What follows belongs to an exercise in optimizing a design on an open flow for small area and a short achievable clock period; a production flow would make more cautious choices.
Only the layout flow was run in this run; the RTL was not checked for function there.
No activity file was given, so power comes from the tool's default toggle rates.

### flow/flow/run.sh
#!/bin/bash
# The standard layout (the standard.sh, every step unchanged), with the
# ports buffered by a plain buffer (buf_4) and no dummy clock loads.
set -euo pipefail
export BUFFER_PORTS_ARGS="-buffer_cell sky130_fd_sc_hd__buf_4"
export CTS_ARGS="-sink_clustering_enable -repair_clock_nets -sink_clustering_size 20 -sink_clustering_max_diameter 60 -buf_list sky130_fd_sc_hd__clkbuf_8 -dont_use_dummy_load"
bash standard.sh > standard.log 2>&1
### flow/standard.sh
#!/bin/bash
# synth_recipe.tcl (not shown) runs the flow's synth.tcl, then flattens the netlist and writes it again
# the make line also repeats each setting of config.mk as NAME=value (left out here)
make -C /OpenROAD-flow-scripts/flow DESIGN_CONFIG=/design/flow/config.mk WORK_HOME=/design/flow/orfs CLKGATE_MAP_FILE= SYNTH_SCRIPT=/design/flow/synth_recipe.tcl "${@:-finish}"
### flow/config.mk
export PLATFORM = sky130hd
export DESIGN_NAME = matrix_convol
export DESIGN_NICKNAME = matrix_convol
export VERILOG_FILES = /design/flow/design.v
export SDC_FILE = /design/flow/constraint.sdc
export NUM_CORES = 4
export LEC_CHECK = 0
export CAP_MARGIN = 20
export CORE_MARGIN = 2
export CORE_UTILIZATION = 40
export CTS_BUF_LIST = sky130_fd_sc_hd__clkbuf_8
export CTS_CLUSTER_DIAMETER = 60
export CTS_CLUSTER_SIZE = 20
export SLEW_MARGIN = 20
### flow/constraint.sdc
create_clock -name core_clock -period 11.0 [get_ports {clk}]
set_input_delay 2.2000 -clock core_clock [delete_from_list [all_inputs] [get_ports {clk}]]
set_output_delay 2.2000 -clock core_clock [all_outputs]
set_load 0.01 [all_outputs]
### flow/design.v
`timescale 1ns / 1ps
module matrix_convol #(parameter m=9, f=3) (clk, rst, a, b, stride, out, done);
input clk, rst;
input [7:0] a, b;
input [3:0] stride;
output reg [15:0] out;
output reg done;
localparam [1:0] S_IDLE = 2'd0, S_LOAD = 2'd1, S_MAC = 2'd2, S_STEP = 2'd3;
reg [1:0] state;
reg [3:0] lr;       
reg [3:0] lc;       
reg [2:0] cc, cr;   
reg       ov;       
reg [3:0] strd;     
reg       upd;      
reg [647:0] xq;     
reg [71:0]  hq;     
reg [3:0]  e;       
reg        rd;      
reg [7:0]  xr, hr;  
reg [15:0] ps, pc;  
reg [15:0] acc;
wire ld_st   = (state == S_LOAD);
wire mac_st  = (state == S_MAC);
wire step_st = (state == S_STEP);
wire last_e  = (lc == 4'd8);
integer R, j;
always @(posedge clk) begin
    for (R = 0; R < 9; R = R + 1) begin
        for (j = 1; j < 9; j = j + 1)
            xq[(9*R+j)*8 +: 8] <= xq[(9*R+j-1)*8 +: 8];
        if (ld_st && lr == R)
            xq[(9*R)*8 +: 8] <= ~a;
        else
            xq[(9*R)*8 +: 8] <= xq[(9*R+8)*8 +: 8];
    end
    for (j = 1; j < 9; j = j + 1)
        hq[j*8 +: 8] <= hq[(j-1)*8 +: 8];
    if (ld_st && lr == 4'd0)
        hq[7:0] <= ~b;
    else
        hq[7:0] <= hq[71:64];
end
reg [7:0] xt, ht;
always @(*) begin
    xt = {8{~rd}};
    ht = 8'd0;
    for (R = 0; R < 9; R = R + 1) begin
        xt = xt | ({8{rs[R]}} & xq[(9*R + (3*R)%9)*8 +: 8]);
        ht = ht | ({8{hs[R]}} & hq[R*8 +: 8]);
    end
end
reg [8:0] hs;         
reg [3:0] e_n;        
always @(*) begin
    hs = 9'd0;
    case ({cr, cc})
        6'd0: hs = 9'b000000001;
        6'd1: hs = 9'b000000010;
        6'd2: hs = 9'b000000100;
        6'd3: hs = 9'b000001000;
        6'd4: hs = 9'b000010000;
        6'd5: hs = 9'b000100000;
        6'd6: hs = 9'b001000000;
        6'd7: hs = 9'b010000000;
        6'd8: hs = 9'b000001000;
        6'd9: hs = 9'b000010000;
        6'd10: hs = 9'b000100000;
        6'd11: hs = 9'b001000000;
        6'd12: hs = 9'b010000000;
        6'd13: hs = 9'b100000000;
        6'd14: hs = 9'b000000001;
        6'd15: hs = 9'b000000010;
        6'd16: hs = 9'b001000000;
        6'd17: hs = 9'b010000000;
        6'd18: hs = 9'b100000000;
        6'd19: hs = 9'b000000001;
        6'd20: hs = 9'b000000010;
        6'd21: hs = 9'b000000100;
        6'd22: hs = 9'b000001000;
        6'd23: hs = 9'b000010000;
        6'd24: hs = 9'b000000001;
        6'd25: hs = 9'b000000010;
        6'd26: hs = 9'b000000100;
        6'd27: hs = 9'b000001000;
        6'd28: hs = 9'b000010000;
        6'd29: hs = 9'b000100000;
        6'd30: hs = 9'b001000000;
        6'd31: hs = 9'b010000000;
        6'd32: hs = 9'b000001000;
        6'd33: hs = 9'b000010000;
        6'd34: hs = 9'b000100000;
        6'd35: hs = 9'b001000000;
        6'd36: hs = 9'b010000000;
        6'd37: hs = 9'b100000000;
        6'd38: hs = 9'b000000001;
        6'd39: hs = 9'b000000010;
        6'd40: hs = 9'b001000000;
        6'd41: hs = 9'b010000000;
        6'd42: hs = 9'b100000000;
        6'd43: hs = 9'b000000001;
        6'd44: hs = 9'b000000010;
        6'd45: hs = 9'b000000100;
        6'd46: hs = 9'b000001000;
        6'd47: hs = 9'b000010000;
        6'd48: hs = 9'b000000001;
        6'd49: hs = 9'b000000010;
        6'd50: hs = 9'b000000100;
        6'd51: hs = 9'b000001000;
        6'd52: hs = 9'b000010000;
        6'd53: hs = 9'b000100000;
        6'd54: hs = 9'b001000000;
        6'd55: hs = 9'b010000000;
        6'd56: hs = 9'b000001000;
        6'd57: hs = 9'b000010000;
        6'd58: hs = 9'b000100000;
        6'd59: hs = 9'b001000000;
        6'd60: hs = 9'b010000000;
        6'd61: hs = 9'b100000000;
        6'd62: hs = 9'b000000001;
        6'd63: hs = 9'b000000010;
        default: hs = 9'd0;
    endcase
    e_n = 4'd0;
    case ({cr, cc})
        6'd0: e_n = 4'd2;
        6'd1: e_n = 4'd1;
        6'd2: e_n = 4'd0;
        6'd3: e_n = 4'd8;
        6'd4: e_n = 4'd7;
        6'd5: e_n = 4'd6;
        6'd6: e_n = 4'd5;
        6'd7: e_n = 4'd4;
        6'd8: e_n = 4'd8;
        6'd9: e_n = 4'd7;
        6'd10: e_n = 4'd6;
        6'd11: e_n = 4'd5;
        6'd12: e_n = 4'd4;
        6'd13: e_n = 4'd3;
        6'd14: e_n = 4'd2;
        6'd15: e_n = 4'd1;
        6'd16: e_n = 4'd5;
        6'd17: e_n = 4'd4;
        6'd18: e_n = 4'd3;
        6'd19: e_n = 4'd2;
        6'd20: e_n = 4'd1;
        6'd21: e_n = 4'd0;
        6'd22: e_n = 4'd8;
        6'd23: e_n = 4'd7;
        6'd24: e_n = 4'd2;
        6'd25: e_n = 4'd1;
        6'd26: e_n = 4'd0;
        6'd27: e_n = 4'd8;
        6'd28: e_n = 4'd7;
        6'd29: e_n = 4'd6;
        6'd30: e_n = 4'd5;
        6'd31: e_n = 4'd4;
        6'd32: e_n = 4'd8;
        6'd33: e_n = 4'd7;
        6'd34: e_n = 4'd6;
        6'd35: e_n = 4'd5;
        6'd36: e_n = 4'd4;
        6'd37: e_n = 4'd3;
        6'd38: e_n = 4'd2;
        6'd39: e_n = 4'd1;
        6'd40: e_n = 4'd5;
        6'd41: e_n = 4'd4;
        6'd42: e_n = 4'd3;
        6'd43: e_n = 4'd2;
        6'd44: e_n = 4'd1;
        6'd45: e_n = 4'd0;
        6'd46: e_n = 4'd8;
        6'd47: e_n = 4'd7;
        6'd48: e_n = 4'd2;
        6'd49: e_n = 4'd1;
        6'd50: e_n = 4'd0;
        6'd51: e_n = 4'd8;
        6'd52: e_n = 4'd7;
        6'd53: e_n = 4'd6;
        6'd54: e_n = 4'd5;
        6'd55: e_n = 4'd4;
        6'd56: e_n = 4'd8;
        6'd57: e_n = 4'd7;
        6'd58: e_n = 4'd6;
        6'd59: e_n = 4'd5;
        6'd60: e_n = 4'd4;
        6'd61: e_n = 4'd3;
        6'd62: e_n = 4'd2;
        6'd63: e_n = 4'd1;
        default: e_n = 4'd0;
    endcase
end
wire [3:0] row = cr + ((e >= 4'd6) ? 4'd2 : (e >= 4'd3) ? 4'd1 : 4'd0);
reg  [8:0] rs;
always @(*) begin
    for (R = 0; R < 9; R = R + 1)
        rs[R] = rd && row == R;
end
wire first = step_st && lc == 4'd0;           
wire clr   = step_st && lc == 4'd1;           
wire stop  = mac_st && lc == 4'd5;            
always @(posedge clk) begin
    e  <= first ? e_n : (e == 4'd8 ? 4'd0 : e + 4'd1);
    rd <= first | (rd & ~stop);
end
wire m_pp0_0 = ~(xr[0] | hr[0]);
wire m_pp0_1 = ~(xr[1] | hr[0]);
wire m_pp0_2 = ~(xr[2] | hr[0]);
wire m_pp0_3 = ~(xr[3] | hr[0]);
wire m_pp0_4 = ~(xr[4] | hr[0]);
wire m_pp0_5 = ~(xr[5] | hr[0]);
wire m_pp0_6 = ~(xr[6] | hr[0]);
wire m_pp0_7 = ~(xr[7] | hr[0]);
wire m_pp1_0 = ~(xr[0] | hr[1]);
wire m_pp1_1 = ~(xr[1] | hr[1]);
wire m_pp1_2 = ~(xr[2] | hr[1]);
wire m_pp1_3 = ~(xr[3] | hr[1]);
wire m_pp1_4 = ~(xr[4] | hr[1]);
wire m_pp1_5 = ~(xr[5] | hr[1]);
wire m_pp1_6 = ~(xr[6] | hr[1]);
wire m_pp1_7 = ~(xr[7] | hr[1]);
wire m_pp2_0 = ~(xr[0] | hr[2]);
wire m_pp2_1 = ~(xr[1] | hr[2]);
wire m_pp2_2 = ~(xr[2] | hr[2]);
wire m_pp2_3 = ~(xr[3] | hr[2]);
wire m_pp2_4 = ~(xr[4] | hr[2]);
wire m_pp2_5 = ~(xr[5] | hr[2]);
wire m_pp2_6 = ~(xr[6] | hr[2]);
wire m_pp2_7 = ~(xr[7] | hr[2]);
wire m_pp3_0 = ~(xr[0] | hr[3]);
wire m_pp3_1 = ~(xr[1] | hr[3]);
wire m_pp3_2 = ~(xr[2] | hr[3]);
wire m_pp3_3 = ~(xr[3] | hr[3]);
wire m_pp3_4 = ~(xr[4] | hr[3]);
wire m_pp3_5 = ~(xr[5] | hr[3]);
wire m_pp3_6 = ~(xr[6] | hr[3]);
wire m_pp3_7 = ~(xr[7] | hr[3]);
wire m_pp4_0 = ~(xr[0] | hr[4]);
wire m_pp4_1 = ~(xr[1] | hr[4]);
wire m_pp4_2 = ~(xr[2] | hr[4]);
wire m_pp4_3 = ~(xr[3] | hr[4]);
wire m_pp4_4 = ~(xr[4] | hr[4]);
wire m_pp4_5 = ~(xr[5] | hr[4]);
wire m_pp4_6 = ~(xr[6] | hr[4]);
wire m_pp4_7 = ~(xr[7] | hr[4]);
wire m_pp5_0 = ~(xr[0] | hr[5]);
wire m_pp5_1 = ~(xr[1] | hr[5]);
wire m_pp5_2 = ~(xr[2] | hr[5]);
wire m_pp5_3 = ~(xr[3] | hr[5]);
wire m_pp5_4 = ~(xr[4] | hr[5]);
wire m_pp5_5 = ~(xr[5] | hr[5]);
wire m_pp5_6 = ~(xr[6] | hr[5]);
wire m_pp5_7 = ~(xr[7] | hr[5]);
wire m_pp6_0 = ~(xr[0] | hr[6]);
wire m_pp6_1 = ~(xr[1] | hr[6]);
wire m_pp6_2 = ~(xr[2] | hr[6]);
wire m_pp6_3 = ~(xr[3] | hr[6]);
wire m_pp6_4 = ~(xr[4] | hr[6]);
wire m_pp6_5 = ~(xr[5] | hr[6]);
wire m_pp6_6 = ~(xr[6] | hr[6]);
wire m_pp6_7 = ~(xr[7] | hr[6]);
wire m_pp7_0 = ~(xr[0] | hr[7]);
wire m_pp7_1 = ~(xr[1] | hr[7]);
wire m_pp7_2 = ~(xr[2] | hr[7]);
wire m_pp7_3 = ~(xr[3] | hr[7]);
wire m_pp7_4 = ~(xr[4] | hr[7]);
wire m_pp7_5 = ~(xr[5] | hr[7]);
wire m_pp7_6 = ~(xr[6] | hr[7]);
wire m_pp7_7 = ~(xr[7] | hr[7]);
wire m_s1 = m_pp0_6 ^ m_pp1_5;
wire m_c2 = m_pp0_6 & m_pp1_5;
wire m_s3 = m_pp0_7 ^ m_pp1_6 ^ m_pp2_5;
wire m_c4 = (m_pp0_7 & m_pp1_6) | (m_pp0_7 & m_pp2_5) | (m_pp1_6 & m_pp2_5);
wire m_s5 = m_pp3_4 ^ m_pp4_3;
wire m_c6 = m_pp3_4 & m_pp4_3;
wire m_s7 = m_pp1_7 ^ m_pp2_6 ^ m_pp3_5;
wire m_c8 = (m_pp1_7 & m_pp2_6) | (m_pp1_7 & m_pp3_5) | (m_pp2_6 & m_pp3_5);
wire m_s9 = m_pp4_4 ^ m_pp5_3;
wire m_c10 = m_pp4_4 & m_pp5_3;
wire m_s11 = m_pp2_7 ^ m_pp3_6 ^ m_pp4_5;
wire m_c12 = (m_pp2_7 & m_pp3_6) | (m_pp2_7 & m_pp4_5) | (m_pp3_6 & m_pp4_5);
wire m_s13 = m_pp0_4 ^ m_pp1_3;
wire m_c14 = m_pp0_4 & m_pp1_3;
wire m_s15 = m_pp0_5 ^ m_pp1_4 ^ m_pp2_3;
wire m_c16 = (m_pp0_5 & m_pp1_4) | (m_pp0_5 & m_pp2_3) | (m_pp1_4 & m_pp2_3);
wire m_s17 = m_pp3_2 ^ m_pp4_1;
wire m_c18 = m_pp3_2 & m_pp4_1;
wire m_s19 = m_s1 ^ m_pp2_4 ^ m_pp3_3;
wire m_c20 = (m_s1 & m_pp2_4) | (m_s1 & m_pp3_3) | (m_pp2_4 & m_pp3_3);
wire m_s21 = m_pp4_2 ^ m_pp5_1 ^ m_pp6_0;
wire m_c22 = (m_pp4_2 & m_pp5_1) | (m_pp4_2 & m_pp6_0) | (m_pp5_1 & m_pp6_0);
wire m_s23 = m_s3 ^ m_s5 ^ m_pp5_2;
wire m_c24 = (m_s3 & m_s5) | (m_s3 & m_pp5_2) | (m_s5 & m_pp5_2);
wire m_s25 = m_pp6_1 ^ m_pp7_0 ^ m_c2;
wire m_c26 = (m_pp6_1 & m_pp7_0) | (m_pp6_1 & m_c2) | (m_pp7_0 & m_c2);
wire m_s27 = m_s7 ^ m_s9 ^ m_pp6_2;
wire m_c28 = (m_s7 & m_s9) | (m_s7 & m_pp6_2) | (m_s9 & m_pp6_2);
wire m_s29 = m_pp7_1 ^ m_c4 ^ m_c6;
wire m_c30 = (m_pp7_1 & m_c4) | (m_pp7_1 & m_c6) | (m_c4 & m_c6);
wire m_s31 = m_s11 ^ m_pp5_4 ^ m_pp6_3;
wire m_c32 = (m_s11 & m_pp5_4) | (m_s11 & m_pp6_3) | (m_pp5_4 & m_pp6_3);
wire m_s33 = m_pp7_2 ^ m_c8 ^ m_c10;
wire m_c34 = (m_pp7_2 & m_c8) | (m_pp7_2 & m_c10) | (m_c8 & m_c10);
wire m_s35 = m_pp3_7 ^ m_pp4_6 ^ m_pp5_5;
wire m_c36 = (m_pp3_7 & m_pp4_6) | (m_pp3_7 & m_pp5_5) | (m_pp4_6 & m_pp5_5);
wire m_s37 = m_pp6_4 ^ m_pp7_3 ^ m_c12;
wire m_c38 = (m_pp6_4 & m_pp7_3) | (m_pp6_4 & m_c12) | (m_pp7_3 & m_c12);
wire m_s39 = m_pp4_7 ^ m_pp5_6 ^ m_pp6_5;
wire m_c40 = (m_pp4_7 & m_pp5_6) | (m_pp4_7 & m_pp6_5) | (m_pp5_6 & m_pp6_5);
wire m_s41 = m_pp0_3 ^ m_pp1_2;
wire m_c42 = m_pp0_3 & m_pp1_2;
wire m_s43 = m_s13 ^ m_pp2_2 ^ m_pp3_1;
wire m_c44 = (m_s13 & m_pp2_2) | (m_s13 & m_pp3_1) | (m_pp2_2 & m_pp3_1);
wire m_s45 = m_s15 ^ m_s17 ^ m_pp5_0;
wire m_c46 = (m_s15 & m_s17) | (m_s15 & m_pp5_0) | (m_s17 & m_pp5_0);
wire m_s47 = m_s19 ^ m_s21 ^ m_c16;
wire m_c48 = (m_s19 & m_s21) | (m_s19 & m_c16) | (m_s21 & m_c16);
wire m_s49 = m_s23 ^ m_s25 ^ m_c20;
wire m_c50 = (m_s23 & m_s25) | (m_s23 & m_c20) | (m_s25 & m_c20);
wire m_s51 = m_s27 ^ m_s29 ^ m_c24;
wire m_c52 = (m_s27 & m_s29) | (m_s27 & m_c24) | (m_s29 & m_c24);
wire m_s53 = m_s31 ^ m_s33 ^ m_c28;
wire m_c54 = (m_s31 & m_s33) | (m_s31 & m_c28) | (m_s33 & m_c28);
wire m_s55 = m_s35 ^ m_s37 ^ m_c32;
wire m_c56 = (m_s35 & m_s37) | (m_s35 & m_c32) | (m_s37 & m_c32);
wire m_s57 = m_s39 ^ m_pp7_4 ^ m_c36;
wire m_c58 = (m_s39 & m_pp7_4) | (m_s39 & m_c36) | (m_pp7_4 & m_c36);
wire m_s59 = m_pp5_7 ^ m_pp6_6 ^ m_pp7_5;
wire m_c60 = (m_pp5_7 & m_pp6_6) | (m_pp5_7 & m_pp7_5) | (m_pp6_6 & m_pp7_5);
wire m_s61 = m_pp0_2 ^ m_pp1_1;
wire m_c62 = m_pp0_2 & m_pp1_1;
wire m_s63 = m_s41 ^ m_pp2_1 ^ m_pp3_0;
wire m_c64 = (m_s41 & m_pp2_1) | (m_s41 & m_pp3_0) | (m_pp2_1 & m_pp3_0);
wire m_s65 = m_s43 ^ m_pp4_0 ^ m_c42;
wire m_c66 = (m_s43 & m_pp4_0) | (m_s43 & m_c42) | (m_pp4_0 & m_c42);
wire m_s67 = m_s45 ^ m_c14 ^ m_c44;
wire m_c68 = (m_s45 & m_c14) | (m_s45 & m_c44) | (m_c14 & m_c44);
wire m_s69 = m_s47 ^ m_c18 ^ m_c46;
wire m_c70 = (m_s47 & m_c18) | (m_s47 & m_c46) | (m_c18 & m_c46);
wire m_s71 = m_s49 ^ m_c22 ^ m_c48;
wire m_c72 = (m_s49 & m_c22) | (m_s49 & m_c48) | (m_c22 & m_c48);
wire m_s73 = m_s51 ^ m_c26 ^ m_c50;
wire m_c74 = (m_s51 & m_c26) | (m_s51 & m_c50) | (m_c26 & m_c50);
wire m_s75 = m_s53 ^ m_c30 ^ m_c52;
wire m_c76 = (m_s53 & m_c30) | (m_s53 & m_c52) | (m_c30 & m_c52);
wire m_s77 = m_s55 ^ m_c34 ^ m_c54;
wire m_c78 = (m_s55 & m_c34) | (m_s55 & m_c54) | (m_c34 & m_c54);
wire m_s79 = m_s57 ^ m_c38 ^ m_c56;
wire m_c80 = (m_s57 & m_c38) | (m_s57 & m_c56) | (m_c38 & m_c56);
wire m_s81 = m_s59 ^ m_c40 ^ m_c58;
wire m_c82 = (m_s59 & m_c40) | (m_s59 & m_c58) | (m_c40 & m_c58);
wire m_s83 = m_pp6_7 ^ m_pp7_6 ^ m_c60;
wire m_c84 = (m_pp6_7 & m_pp7_6) | (m_pp6_7 & m_c60) | (m_pp7_6 & m_c60);
always @(posedge clk) begin
    xr  <= xt;
    hr  <= ht;
    ps  <= {1'b0, m_pp7_7, m_s83, m_s81, m_s79, m_s77, m_s75, m_s73, m_s71, m_s69, m_s67, m_s65, m_s63, m_s61, m_pp0_1, m_pp0_0};
    pc  <= {1'b0, m_c84, m_c82, m_c80, m_c78, m_c76, m_c74, m_c72, m_c70, m_c68, m_c66, m_c64, m_c62, m_pp2_0, m_pp1_0, 1'b0};
    acc <= clr ? 16'd0 : acc + ps + pc;
end
always @(posedge clk) begin
    if (rst)
        state <= S_IDLE;
    else case (state)
        S_IDLE: state <= S_LOAD;
        S_LOAD: state <= (lr == 4'd9) ? S_MAC : S_LOAD;
        S_MAC:  state <= S_STEP;
        default: state <= (ov || (cc == 3'd6 && cr == 3'd6 && last_e)) ? S_IDLE : S_MAC;
    endcase
end
wire [4:0] ccs = cc + strd;
wire [4:0] crs = cr + strd;
always @(posedge clk) begin
    strd <= stride;
    upd  <= step_st && last_e;
end
always @(posedge clk) begin
    case (state)
        S_IDLE: begin
            lr <= 4'd0; lc <= 4'd0;
            cc <= 3'd0; cr <= 3'd0; ov <= 1'b0;
            done <= 1'b0; out <= 16'd0;
        end
        S_LOAD: begin
            if (lr == 4'd9) lc <= 4'd0;
            else if (last_e) begin lc <= 4'd0; lr <= lr + 4'd1; end
            else lc <= lc + 4'd1;
        end
        S_MAC: begin
            done <= last_e;
            if (last_e) out <= acc;
            if (upd) begin
                if (cc != 3'd6) begin
                    cc <= ccs[2:0];
                    ov <= ccs > 5'd6;
                end else begin
                    cc <= 3'd0;
                    if (cr != 3'd6) begin
                        cr <= crs[2:0];
                        ov <= crs > 5'd6;
                    end else
                        cr <= 3'd0;
                end
            end
        end
        default: begin
            lc <= last_e ? 4'd0 : lc + 4'd1;
        end
    endcase
end
endmodule
==> summary.md <==
| Metric | Value |
|---|---|
| Synth warnings | 1 |
| Max-cap violation count | 0 |
| Insertion delay to the later sink of the worst-skew pair | 680 ps |
| CP Capture Type | flop |
| Initial Util | 40.4% |
| Total die area | 58900 um^2 |
| Ys async rst share | 0% |
| RSZ-0062 raised after global routing | no |
| CTS tree | built |
| Commonest cells in the synthesized netlist | dfxtp_1 (793), nand2_1 (147), o21ai_0 (104), nor2_1 (86), inv_1 (59) |
| Grt met2 use | 23.0% |
| Die X | 243 um |
| Post-synth top area cell | dfxtp_1 |
| Hold path depth | 0 |
| Vias per cell | 4.67 |
| IO buf count | 38 |
| Via count | 11670 |
| Met1 Resource Use GR | 19.0% |
| Hold crit path type | flop to flop |
| R2R setup slack | 7190 ps |
| GRT Total Usage | 14.0% |
| Worst flop-to-flop path endpoint | xr[7] |
| Post-synth top flop | dfxtp_1 |
| Global-route wire length before repair | 65400 um |
| Worst Clk Skew | 82.5 ps |
| Rows | 87 |
| Seq/Total Area, Yosys | 73.9% |
| Final nets | 1863 |
| Worst path required time | 11610 ps |
| Cell Pwr Density | 267 nW/um^2 |
| Hold-fix buffers, CTS | 0 |
| Total grt overflow | 0 |
| DRT Pass-1 Iters | 6 |
| CTS resizes | 0 |
| Count of different cell masters after synthesis | 72 |
| Root buf cell | clkbuf_8 |
| Delay of the slowest critical-path stage | 630 ps |
| DRC Markers | 0 |
| Post-synthesis cell count | 1696 |
| Post-Syn Area per Cell | 13.4 um^2 |
| Dpl hpwl | 27700 um |
| Setup CP Type | flop to flop |
| Hold Path End | xq[547] |
| R2r startpoint | e[0] |
| M3 GR Usage | 2.36% |
| Postcts setup bufs | 0 |
| Slowest stage cell, crit path | nor4_2 |
| Area share of the largest cell type after synthesis | 69.7% |
| Crit path launch type | flop |
| Hold path start | xq[539] |
| Period minus WS final | 3810 ps |
| Fin. Hold Viols | 0 |
| CTS Buf Count | 51 |
| Crit path cell chain | inv_1 -> ha_1 -> nor2_1 -> nor2_1 -> nor2_1 -> inv_1 -> nor2_1 -> ha_1 -> inv_1 -> fa_1 -> buf_4 -> nand3b_1 -> nor4_2 -> nand2_1 -> o311ai_0 -> a211oi_1 -> o21ai_0 |
| Initial antenna violation count | 0 |
| Register bit total from synthesis | 825 |
| VDD IR max | 0.110 mV |
| Tcrit/Tclk final | 34.6% |
| Final setup viols | 0 |
| H-tree levels | 2 |
| Diodes inserted | 0 |
| Clk sink count | 825 |
| Buf/Inv on CP | 4 |
| WP data arrival | 4420 ps |
| Synth top area cells | dfxtp_1 (70%), fa_1 (4.7%), edfxtp_1 (4.2%), ha_1 (2.5%), nand2_1 (2.4%) |
| Die Y | 243 um |
| Slew HR | 34.7% |
| Clock Path Buffers | 3 |
| Post-synth EDFFs | 32 |
| Status | timing/DRC/antenna clean |
| Core Box Area | 56400 um^2 |
| Critical path fanouts, max | 33 |
| WP depth | 17 |
| Pwr Total | 6.55 mW |
| Vias in the first global route | 11808 |
| GPL Wtd Cong | 0.850 |
| Ports | 39 |
| Layout cells sized above 1 | 7.70% |
| Antenna-violating nets left | 0 |
| Crit-path leading delay family | simple AND/OR/NAND/NOR gates |
| Top Usage Layer GRT | met2 |
| Worst-path clk slew | 120 ps |
| Fmax | 262 MHz |
| Max Slew Vio Count | 0 |
| Iteration-0 DRC count of the detailed router | 720 |
| Drt total wl | 40800 um |
| Pin count of the biggest net entering global routing | 34 |
| Synth-to-Final Area Change | 7.74% |
| Measured slew at the worst slew-check pin | 979 ps |
| Routed len/inst | 16.3 um |
| Worst hold margin | 273 ps |
| Setup_tns | 0 ps |
| Count leader, synth | dfxtp_1 |
| Syn nets | 1816 |
| Syn Std Cell Area | 22800 um^2 |
| Worst Reg-to-Reg Cells | 17 |
| Leakage power | 9.86 nW |
| Most Frequent Cell on Critical Path | nor2_1 |
[registers in the layout (all words and copies together), names as in the netlist, 8 cells and up]
| register | cells |
|---|---|
| ps | 15 |
| hq | 72 |
| xr | 8 |
| out | 16 |
| pc | 14 |
| xq | 648 |
| acc | 16 |
| hr | 8 |
[worst max-delay path by stage]
stage | start | endpoint
after CTS | e[0] | xr[3]
after global placement | e[0] | xr[0]
after global routing | e[0] | xr[1]
after detailed placement | e[0] | xr[3]
after floorplan | e[0] | xr[0]
final | e[0] | xr[7]
[placed cells by master, fill, tap and decap left out, types with 4 or more instances in the layout]
master    count
o221ai_2      4
a21oi_1      37
nand4b_1      4
and3_1        7
fa_1         53
o22ai_1       5
nand2b_1      9
o211ai_1      7
o21ai_0     104
nor3b_1       4
xor2_1        7
nor2_1       86
mux2i_1      16
ha_1         45
buf_4        42
a31oi_1       4
a21o_1        5
nor3_1       15
o311ai_0      5
nand4_1       9
and2_1       23
a22o_1       11
mux2_2        5
a222oi_1     11
nor2b_1       9
a211oi_1      6
clkbuf_8     51
xnor2_1       5
dfxtp_1     793
edfxtp_1     32
nand3_1      15
inv_1        59
a221oi_1     13
nand2_1     147
or2_2        18
a22oi_1      15
nand3b_1      8
a221oi_2      5
[layer usage]
metal	vias to the layer above	routed length (um)
li1	5723	-
met1	5632	19500
met2	249	18800
met3	66	1650
met4	0	905
met5	-	0
[per-stage QoR]
step	cell area (um^2)	setup slack (ps)	util [%]	cells
after global routing	24500	6810	43.5	2497
after floorplan	22800	7890	-	1696
after global placement	23800	7420	42.3	2446
final	24500	7190	43.5	2497
after detailed placement	23800	7230	42.3	2446
after CTS	24500	7220	43.5	2497
[worst reg2reg max path: cells and delay by family (launching register included)]
kind | cells | cell delay, ps
adder cells (fa/ha/maj) | 3 | 900
AO/OA/AOI/OAI | 3 | 320
buffers and inverters | 4 | 590
flip-flops | 1 | 410
AND/OR/NAND/NOR | 7 | 1560
[cell type report]
class                   count  area, um^2
fillers                  5205       31800
flip-flops and latches    825       16800
multi-input cells         764        5520
well taps                 756         946
clock buffers              51         702
repair buffers             42         315
inverters                  59         221
[cell families after synthesis]
logic type / after synthesis / synth area share, %
buf+inv: 107 / 1.87
compound gates: 258 / 7.55
simple gates: 371 / 7.79
fa+ha+maj: 98 / 7.13
xor+xnor: 13 / 0.533
flops: 825 / 73.9
mux: 24 / 1.21
[power by group]
part           internal, mW  total (mW)  switching (mW)
clock                 0.418        1.25           0.834
sequential             3.54        3.82           0.283
combinational         0.638        1.48           0.838

==> separate check: timing with driven ports <==
No port has a modelled driver above. Below, the same layout with a new extraction and two added sets of constraints.
Step 1 sets driving cells, clkbuf_16 on the clock port and buf_2 on the other inputs (assumed; they add their load-dependent delay and slew).
Step 2 moves the port delays by t, midway between the first and last clock arrival at a register: inputs arrive t later, outputs are due t later. That takes back most of the time a late clock gives input paths.
a / b / c = ideal ports / drivers / drivers and shift; a / b = the first two.
shift t [ns]: 0.681
slack for setup (ns): 7.190 / 7.190 / 7.190
latest minus earliest clock arrival (ns): 0.099 / 0.099
After both steps this run still meets setup and hold. For this run, drivers alone change the setup slack by 0.000 ns; drivers and shift together by 0.000 ns.
